Source: an optimization exercise on an open RTL-to-GDS flow (aim: small area). Production flows keep margins and buffers that such runs may drop.
Function was checked by simulation only, so behaviour that the tests miss may differ from the original.
No activity file was given, so power comes from the tool's default toggle rates.

`flow/design.v`:
```
module clock_divider #(parameter DIVISOR = 500_000_000)(
    input clk,
    input reset,
    output reg clk_out,
    output tick              
);
    reg [31:0] count;
    assign tick = (count == DIVISOR - 1) && !clk_out;
    always @(posedge clk or posedge reset) begin
        if (reset) begin
            count <= 0;
            clk_out <= 0;
        end else begin
            if (count == DIVISOR - 1) begin
                count <= 0;
                clk_out <= ~clk_out;
            end else begin
                count <= count + 1;
            end
        end
    end
endmodule
module time_counter (
    input clk,
    input tick_1Hz,     
    input reset,
    output reg [5:0] seconds,
    output reg [5:0] minutes,
    output reg [4:0] hours
);
    always @(posedge clk or posedge reset) begin
        if (reset) begin
            seconds <= 0;
            minutes <= 0;
            hours <= 0;
        end else if (tick_1Hz) begin
            if (seconds == 59) begin
                seconds <= 0;
                if (minutes == 59) begin
                    minutes <= 0;
                    if (hours == 23)
                        hours <= 0;
                    else
                        hours <= hours + 1;
                end else begin
                    minutes <= minutes + 1;
                end
            end else begin
                seconds <= seconds + 1;
            end
        end
    end
endmodule
module debounce (
    input clk,
    input tick,             
    input reset,
    input noisy_btn,
    output reg clean_btn
);
    reg [2:0] shift_reg;
    always @(posedge clk or posedge reset) begin
        if (reset) begin
            shift_reg <= 3'b000;
            clean_btn <= 0;
        end else if (tick) begin
            shift_reg <= {shift_reg[1:0], noisy_btn};
            if (shift_reg == 3'b111)
                clean_btn <= 1;
            else if (shift_reg == 3'b000)
                clean_btn <= 0;
        end
    end
endmodule
module alarm_fsm (
    input clk,
    input tick,              
    input reset,
    input btn_set,
    input btn_mode,
    input [4:0] curr_hour,
    input [5:0] curr_min,
    output reg [4:0] alarm_hour,
    output reg [5:0] alarm_min,
    output reg alarm_on
);
    parameter IDLE = 2'b00,
              SET_HOUR = 2'b01,
              SET_MIN = 2'b10;
    reg [1:0] state;
    always @(posedge clk or posedge reset) begin
        if (reset) begin
            state <= IDLE;
            alarm_hour <= 0;
            alarm_min <= 0;
            alarm_on <= 0;
        end else if (tick) begin
            case (state)
                IDLE: begin
                    if (btn_mode)
                        state <= SET_HOUR;
                    if (curr_hour == alarm_hour && curr_min == alarm_min)
                        alarm_on <= 1;
                    else
                        alarm_on <= 0;
                end
                SET_HOUR: begin
                    if (btn_set) begin
                        if (alarm_hour == 23)
                            alarm_hour <= 0;
                        else
                            alarm_hour <= alarm_hour + 1;
                    end
                    if (btn_mode)
                        state <= SET_MIN;
                end
                SET_MIN: begin
                    if (btn_set) begin
                        if (alarm_min == 59)
                            alarm_min <= 0;
                        else
                            alarm_min <= alarm_min + 1;
                    end
                    if (btn_mode)
                        state <= IDLE;
                end
            endcase
        end
    end
endmodule
module display_controller (
    input clk,
    input tick,              
    input reset,
    input [4:0] hours,
    input [5:0] minutes,
    output reg [6:0] seg,    
    output reg [3:0] an      
);
    reg [3:0] digit;
    reg [1:0] mux_index;
    wire [3:0] bcd_digits[3:0];
    assign bcd_digits[3] = hours / 10;   
    assign bcd_digits[2] = hours % 10;   
    assign bcd_digits[1] = minutes / 10;   
    assign bcd_digits[0] = minutes % 10;   
    always @(*) begin
        case (digit)
            4'd0: seg = 7'b1000000;
            4'd1: seg = 7'b1111001;
            4'd2: seg = 7'b0100100;
            4'd3: seg = 7'b0110000;
            4'd4: seg = 7'b0011001;
            4'd5: seg = 7'b0010010;
            4'd6: seg = 7'b0000010;
            4'd7: seg = 7'b1111000;
            4'd8: seg = 7'b0000000;
            4'd9: seg = 7'b0010000;
            default: seg = 7'b1111111;
        endcase
    end
    always @(posedge clk or posedge reset) begin
        if (reset) begin
            mux_index <= 0;
            an <= 4'b1111;
            digit <= 0;
        end else if (tick) begin
            mux_index <= mux_index + 1;
            case (mux_index)
                2'd0: begin
                    an <= 4'b1110;
                    digit <= bcd_digits[0];  
                end
                2'd1: begin
                    an <= 4'b1101;
                    digit <= bcd_digits[1];  
                end
                2'd2: begin
                    an <= 4'b1011;
                    digit <= bcd_digits[2];  
                end
                2'd3: begin
                    an <= 4'b0111;
                    digit <= bcd_digits[3];  
                end
            endcase
        end
    end
endmodule
module Topmodule (
    input clk,               
    input reset,
    input btn_set,
    input btn_mode,
    output [6:0] seg,
    output [3:0] an,
    output alarm_led         
);
    wire clk_1Hz, clk_1kHz;
    wire tick_1Hz, tick_1kHz;
    clock_divider #(25) clk_div_1Hz (
        .clk(clk),
        .reset(reset),
        .clk_out(clk_1Hz),
        .tick(tick_1Hz)
    );
    clock_divider #(5) clk_div_1kHz (
        .clk(clk),
        .reset(reset),
        .clk_out(clk_1kHz),
        .tick(tick_1kHz)
    );
    wire [5:0] seconds, minutes;
    wire [4:0] hours;
    time_counter time_cnt (
        .clk(clk),
        .tick_1Hz(tick_1Hz),
        .reset(reset),
        .seconds(seconds),
        .minutes(minutes),
        .hours(hours)
    );
    wire btn_set_clean, btn_mode_clean;
    debounce db_set (
        .clk(clk),
        .tick(tick_1kHz),
        .reset(reset),
        .noisy_btn(btn_set),
        .clean_btn(btn_set_clean)
    );
    debounce db_mode (
        .clk(clk),
        .tick(tick_1kHz),
        .reset(reset),
        .noisy_btn(btn_mode),
        .clean_btn(btn_mode_clean)
    );
    wire [5:0] alarm_min;
    wire [4:0] alarm_hour;
    wire alarm_active;
    alarm_fsm alarm (
        .clk(clk),
        .tick(tick_1Hz),
        .reset(reset),
        .btn_set(btn_set_clean),
        .btn_mode(btn_mode_clean),
        .curr_hour(hours),
        .curr_min(minutes),
        .alarm_hour(alarm_hour),
        .alarm_min(alarm_min),
        .alarm_on(alarm_active)
    );
    display_controller display (
        .clk(clk),
        .tick(tick_1kHz),
        .reset(reset),
        .hours(hours),
        .minutes(minutes),
        .seg(seg),
        .an(an)
    );
    assign alarm_led = alarm_active;
endmodule
```
`flow/constraint.sdc`:
```
create_clock -name core_clock -period 10.0 [get_ports {clk}]
set_input_delay 2.0000 -clock core_clock [delete_from_list [all_inputs] [get_ports {clk}]]
set_output_delay 2.0000 -clock core_clock [all_outputs]
set_load 0.01 [all_outputs]
```
`flow/run.sh`:
```
#!/bin/bash
# synth_recipe.tcl (not shown) runs the flow's synth.tcl, then flattens the netlist and writes it again
# the make line also repeats each setting of config.mk as NAME=value (left out here)
make -C /OpenROAD-flow-scripts/flow DESIGN_CONFIG=/design/flow/config.mk WORK_HOME=/design/flow/orfs CLKGATE_MAP_FILE= SYNTH_SCRIPT=/design/flow/synth_recipe.tcl finish
```
`flow/config.mk`:
```
export PLATFORM = sky130hd
export DESIGN_NAME = Topmodule
export DESIGN_NICKNAME = Topmodule
export VERILOG_FILES = /design/flow/design.v
export SDC_FILE = /design/flow/constraint.sdc
export NUM_CORES = 4
export LEC_CHECK = 0
export CAP_MARGIN = 20
export CORE_MARGIN = 2
export CORE_UTILIZATION = 40
export SLEW_MARGIN = 20
```
==> results.toml <==
[clock_tree]
postCtsSetupBuffers = 0
cts_root_buffer = "clkbuf_16"
clk_pin_slew_ps = 50
cts_tree = "built"
clock_sinks = 115
clockBufferDepth = 2
clk_latency_ps = 410
cts_buffers = 17
cts.hold.buffers_added = 0
cts_resized = 0
htree_num_levels = 4

[floorplan]
die_h_um = 129
start_util_pct = 41.1
die_w_um = 129
core-area_sq_mm = 0.0153
num_io_pins = 16
row_count = 45
die_area_sq_mm = 0.0168

[drt]
wl_um = 12500
route.detailed.drc = 0
avgViaCountPerCell = 5.30
vias = 4639
drtAntennaViolNets = 0
wl_per_cell_um = 14.3
drtIter0Drc = 216
firstDrtPassIters = 4

[synthesis]
synth_area_sq_mm = 0.00630
synth_fp_nets = 668
yosysTopAreaCell = "dfrtp_1"
syn_inst = 638
synth_area_per_cell_sq_um = 9.87
synth_top_cells_by_count = "111 x dfrtp_1, 79 x nand2_1, 62 x xnor2_1"
synth_seq_area_share_pct = 45.8
synth_edf_count = 0
synth_flop_cell = "dfrtp_1"
yosysUniqueCellTypes = 60
ys_ff_latch = 115
async_reset_ff_share_pct = 100
yosys_warnings = 6
synth_top_cells_by_area = "dfrtp_1 44%, xnor2_1 8.6%, ha_1 5.2%, nand2_1 4.7%, nand3_1 3.1%"
synth_most_common_cell = "dfrtp_1"
synth_top_area_share_pct = 44.1

[sta]
finalClockSkew_ps = 7.61
hold-worst-slack_ps = 472
worst_pin_slew_ps = 901
hold_viol = 0
fin_crit_sh_pct = 42.2
timing.slew.headroom_pct = 39.9
setup_tns_ps = 0
max_freq_mhz = 237
maxSlewViolCount = 0
setup_viol_count_final = 0
rsz0062_at_grt = "false"
post-route-min-period_ps = 4220

[setup_path]
cp.arrival_ps = 2220
crit_path_end_kind = "output port"
timing.rr.end = "display.digit[3]"
critical_path_class = "reg -> out"
cp-start-kind = "flop"
crit_family = "buffers and inverters"
path_buf_inv = 2
r2r-start = "display.mux_index[0]"
cp.required_ps = 8000
slowest_stage = "clkdlybuf4s50_1"
crit_path_max_fanout = 6
crit_chain = "inv_1, ha_1, or2_2, a21oi_1, a31oi_1, clkdlybuf4s50_1"
r2r_slack_ps = 6940
slowest_delay_ps = 490
cp-startpoint = "display.digit[1]"
r2r_cells = 10

[placement]
place_congestion = 0.817
dpl.hpwl_um = 8680
portBuffers = 15

[worst_hold_path]
hp-class = "reg -> reg"
min_to = "clk_div_1Hz.count[31]"
holdPathStages = 1
hp-start = "clk_div_1Hz.count[31]"

[final_layout]
reg_top3 = "clk_div_1Hz.count x32, clk_div_1kHz.count x32"
utilization_pct = 47.2
drive_gt1_share_pct = 9.17
syn2layout_area_growth_pct = 14.7
final_nets = 682
antenna_cells = 0

[grt]
track_usage_pct = 16.5
grt_pass1_wl_um = 22100
grt_pass1_vias = 4715
grt_antenna_before_repair = 0
grt_max_degree = 74
overflow = 0

[run]
maxCapViolCount = 0

[power]
power_density_mw_per_mm2 = 152
p_leak_nw = 3.11
ir_worst_vdd_mv = 0.106
p_total_mw = 1.10

[run_status]
status = "complete, no violations"
## power by group
part	switching, mW	total (mW)	internal [mW]
Combinational	0.00971	0.0116	0.00189
Sequential	0.00103	0.468	0.467
Clock	0.206	0.616	0.410
## through the flow
step / setup WS, ps / area (sq um) / cells
2_1_floorplan: 4960 / 6300 / 638
3_3_place_gp: 6210 / 6620 / 844
3_5_place_dp: 6160 / 6620 / 844
4_1_cts: 5770 / 7220 / 876
5_1_grt: 5610 / 7220 / 876
6_report: 5780 / 7220 / 876
## cell families (layout without fill, tap and decap cells)
logic type	count (synthesis)	count (layout)	synth area share, %
multiplexers	26	26	4.47
AO/OA/AOI/OAI	87	87	8.88
buffers and inverters	44	71	3.04
XOR/XNOR	76	76	10.6
adder cells (fa/ha/maj)	26	26	5.17
AND/OR/NAND/NOR	264	264	22.1
flip-flops	115	115	45.8
## layout by cell type, fill, tap and decap left out, drive strengths merged, types with 4 or more instances in the layout
| cell type | Yosys | routed |
|---|---|---|
| xor2 | 14 | 14 |
| a21oi | 6 | 6 |
| mux2i | 12 | 12 |
| nor3 | 16 | 16 |
| ha | 26 | 26 |
| inv | 22 | 22 |
| nand4 | 19 | 19 |
| nand2 | 79 | 79 |
| clkbuf | 14 | 23 |
| and2 | 6 | 6 |
| clkdlybuf4s50 | 0 | 15 |
| dfstp | 4 | 4 |
| nor2 | 40 | 40 |
| and4 | 10 | 10 |
| dfrtp | 111 | 111 |
| nand3 | 40 | 40 |
| o41ai | 4 | 4 |
| xnor2 | 62 | 62 |
| o21ai | 34 | 34 |
| o211ai | 5 | 5 |
| a31oi | 11 | 11 |
| o31ai | 15 | 15 |
| nor4 | 16 | 16 |
| clkinv | 1 | 4 |
| mux2 | 14 | 14 |
| nor2b | 8 | 8 |
| and3 | 15 | 15 |
## final cells by class
cell class / count / area [sq um]
fill: 1454 / 8090
tap: 211 / 264
inverter: 23 / 88.8
clock buffer: 23 / 478
multi-input combinational: 479 / 3220
clock inverter: 9 / 128
sequential: 115 / 2880
timing repair buffer: 16 / 158
## worst max-delay path by stage
stage               cells after the start                    end
detailed placement                      3  clk_div_1kHz.count[0]
floorplan                               1    alarm.alarm_hour[0]
global route                            6                 seg[0]
finish                                  6                 seg[3]
CTS                                     6                 seg[3]
global placement                        3       display.digit[0]
## layer usage
layer | up-vias | part of all wire, % | global-route usage [%]
met2 | 65 | 48 | 27.0
met4 | 0 | 1.8 | 7.27
met3 | 18 | 2.4 | 3.51
met5 | - | 0 | 0
li1 | 2299 | - | -
met1 | 2257 | 48 | 21.1

-- port drivers added, routing unchanged --
Ports are ideal in the flow. The routed layout listed here was re-timed in OpenROAD. Step 1, drivers: a clkbuf_16 drives clk and a buf_2 each remaining input, both assumed. Step 2, shift: input delay + t, output delay - t, t = (earliest + latest rising clock arrival at the registers) / 2. This alone moves slack from input paths to output paths. Three values: ideal, step 1, step 2; two values: the first two.
t, ns: 0.451
slack for setup (ns): 5.782 / 5.740 / 6.191
cell pins on the clock port's net: 1
After both steps this run still meets setup and hold. The setup slack of this run moves by -0.042 ns with the drivers and by +0.409 ns with both steps.
